Source: an optimization exercise on an open RTL-to-GDS flow (aim: small area, a short achievable clock period and few clock cycles per item). Production flows keep margins and buffers that such runs may drop.
In this exercise RTL edits were held to simulation tests only and were not proved equivalent to the original.

### flow/run.sh
#!/bin/bash
# synth_recipe.tcl (not shown) runs the flow's synth.tcl, then flattens the netlist and writes it again
# the make line also repeats each setting of config.mk as NAME=value (left out here)
make -C /OpenROAD-flow-scripts/flow DESIGN_CONFIG=/design/flow/config.mk WORK_HOME=/design/flow/orfs CLKGATE_MAP_FILE= SYNTH_SCRIPT=/design/flow/synth_recipe.tcl finish
### flow/config.mk
export PLATFORM = sky130hd
export DESIGN_NAME = cordic_multiply
export DESIGN_NICKNAME = cordic_multiply
export VERILOG_FILES = /design/flow/design.v
export SDC_FILE = /design/flow/constraint.sdc
export NUM_CORES = 4
export LEC_CHECK = 0
export CAP_MARGIN = 20
export CORE_MARGIN = 2
export CORE_UTILIZATION = 40
export SLEW_MARGIN = 20
### flow/constraint.sdc
create_clock -name core_clock -period 7.0 [get_ports {clk}]
set_input_delay 1.4000 -clock core_clock [delete_from_list [all_inputs] [get_ports {clk}]]
set_output_delay 1.4000 -clock core_clock [all_outputs]
set_load 0.01 [all_outputs]
### flow/design.v
module cordic_multiply #(
    parameter WL = 16,
    parameter FL = 14,
    parameter N_ITER = 15
)(
    input  wire                 clk,
    input  wire                 rst_n,
    input  wire                 start,
    input  wire signed [WL-1:0] in1,
    input  wire signed [WL-1:0] in2,
    output reg  signed [WL-1:0] out,
    output reg                  done
);
    wire [14:0] dir = {~in2[15], in2[14:1]};    
    wire signed [16:0] x = {in1[15], in1};
    reg  signed [16:0] y;
    integer k;
    always @(*) begin
        y = 17'sd0;
        for (k = 0; k < 15; k = k + 1)
            if (dir[14-k]) y = y + (x >>> k);
            else           y = y - (x >>> k);
    end
    always @(posedge clk)
        out <= y[16:1];
    always @(posedge clk or negedge rst_n)
        if (!rst_n) done <= 1'b0;
        else        done <= start;
endmodule
==> out/results.tsv <==
metric	value	unit
Longest Clk Path Bufs	2	
Req. time, crit path	7130	ps
most frequent CP cell	ha_1	
area of the die	33600	um2
Worst Max-Slew Pin Slew	623	ps
CP max FO	5	
Synth Instances	1729	
largest net degree at the start of global routing	41	
vias in the first global route	14800	
Net count, final	2671	
Starting Density	40.7	%
layout cell share with drive strength beyond 1	42.3	%
antenna viol nets, final	0	
first-pass GRT wire length	72.8	mm
final HPWL from detailed placement	36.5	mm
drt drc	0	
worst min path class	primary input to asynchronous set/reset pin	
CP endpoint kind	flip-flop	
violation count after the first detailed-route iteration	918	
Synth Net Count	2040	
Ports	52	
Layout Area Growth over Synthesis	60.3	%
wire length per cell	17.2	um
f_max	69.9	MHz
Seq cells post-synth	17	
Avg Inst Size Synth	7.45	um2
most common cell in the netlist	xnor2_1	
CP Class	primary input to flip-flop	
die span in y	183	um
RD Place Congestion	0.914	
CTS tree	built	
ys async rst share	5.88	%
Mapped Area	12900	um2
drt via density	5.43	
DR vias	15000	
Yosys warning count	1	
Worst Path Arrival	14430	ps
Netlist cell types	76	
Primary FF master, synth	dfxtp_1	
max cap viols	0	
Synth area leaders	ha_1, xnor2_1, a21oi_1	
final hold viol count	0	
total grt overflow	0	
quantity of I/O buffers inserted on ports	50	
post-route clock period utilization	204	%
CTS root buf	clkbuf_16	
placed insts	2670	
met3 wire len	2.35	mm
number of synthesized flops with an enable pin	0	
highest metal layer with signal wires	met5	
Inserted Diodes	0	
TritonRoute pass-1 iters	5	
CORE AREA	31600	um2
Bufs and invs on worst path	9	
Inserted Clock Buffers	3	
CP peak stage delay	430	ps
sequential fraction of the synthesis area	2.68	%
Die W	183	um
Tmin final	14300	ps
Cell Rows	65	
Clock transition at path regs	60	ps
area leader, netlist	ha_1	
clk sinks	17	
met2 WL	22.7	mm
RSZ-0062 raised after global routing	yes	
max_slew headroom	58.5	%
failed layout checks	setup timing	
post-synth top area share	25.5	%
status	complete, but fails checks	
max-slew violations	0	
Top delay family on crit path	adder cells	
Setup TNS	-78030	ps
initial antenna violation count	1	
fin cells	2761	
H-tree Lvls	1	
final setup vio count	16	
Overall Global Routing Usage	26.6	%
met1 WL	21.6	mm
worst setup margin	-7300	ps
commonest cells in the netlist	xnor2_1, ha_1, a21oi_1, nor2_1, inv_1	
Routed Wire Length	47.6	mm
Worst path slowest cell	or4_4	
Startpoint Class	primary input	
[cell usage in the layout, fill, tap and decap left out, drive strengths merged, types with 14 or more instances in the layout]
cell type        n
nand2           73
xor2            39
clkdlybuf4s50   41
o21bai          53
nand3           33
nor3            26
a211oi          14
inv            125
dfxtp           16
and3            19
xnor2          295
a31oi           34
a21o            40
fa              14
nor2           143
mux2            14
o31ai           21
nor2b           14
buf            623
o21ai           63
ha             262
a21oi          228
[worst paths after layout]
path	startpoint	to	cells past startpoint	slack (ps)
max	in1[1]	out[15]	73	-7300
min	rst_n	done	1	1300
max in group asynchronous	rst_n	done	1	5610
min in group core_clock	start	done	1	1600
[sequential cells by signal, indices dropped and copies added, names as in the netlist]
register / cells
out: 16
done: 1
[layer usage]
layer  global-route usage, %  vias up
met1                    35.8     7105
met4                    6.14        2
met2                    46.0      371
li1                        -     7445
met5                       0        -
met3                    2.22       77
[layout make-up]
cell class	count	area, um2
clock buffers	4	78.8
well taps	402	503
repair buffers	671	5260
fillers	2609	11000
multi-input cells	1534	13900
inverters	133	517
flip-flops and latches	17	345
[through the flow]
| step | area, um2 | worst slack, ps | hold WS (ps) | util (%) |
|---|---|---|---|---|
| final | 20600 | -7300 | 1300 | 65.2 |
| after global routing | 20600 | -7900 | 1310 | 65.2 |
| after CTS | 19700 | -7070 | 1300 | 62.2 |
| after detailed placement | 18100 | -8110 | 1550 | 57.2 |
| after global placement | 18100 | -7810 | 1550 | 57.2 |
| after floorplan | 13300 | -6580 | 1100 | - |
[kinds of logic (layout without fill, tap and decap cells)]
logic type	after synthesis	after routing	synth area share, %
AO/OA/AOI/OAI	543	543	26.6
AND/OR/NAND/NOR	360	360	12.9
flip-flops	17	17	2.68
XOR/XNOR	338	338	23.4
buffers and inverters	178	808	5.26
multiplexers	17	17	1.46
adder cells (fa/ha/maj)	276	276	27.6
[repair_timing]
| action | in CTS | in global routing |
|---|---|---|
| pin swaps | 169 | 110 |
| endpoints found under the setup margin | 16 | 16 |
| hold buffers | 0 | 0 |
| setup buffers | 61 | 26 |
| cloned | 0 | 0 |
| resized for setup | 231 | 126 |
Testbench counts, summed over its fixed seeds: cycles 1,608, items 1,600.

-- static timing again, ports no longer ideal --
In the flow no input, the clock included, has a driving cell. The finished layout below was timed again as built, in two steps.
Step 1 (the two cells are an assumption about what drives the block):
set clk [get_ports {clk}]
set_driving_cell -lib_cell sky130_fd_sc_hd__clkbuf_16 $clk
set_driving_cell -lib_cell sky130_fd_sc_hd__buf_2 [delete_from_list [all_inputs] $clk]
Step 2 times the ports against the registers' clock, not the clock port: input delays grow and output delays shrink by t, the midpoint of the rising clock arrivals with the driver on.
Three values: no drivers, after step 1, after step 2; two values: the first two.
t, ns: 0.279
setup WS [ns]: -7.304 / -7.340 / -7.620
hold slack, ns: 1.297 / 1.288 / 1.568
worst data-port slew with drivers (ns): 0.07
The setup slack of this run moves by -0.036 ns with the drivers and by -0.316 ns with both steps.
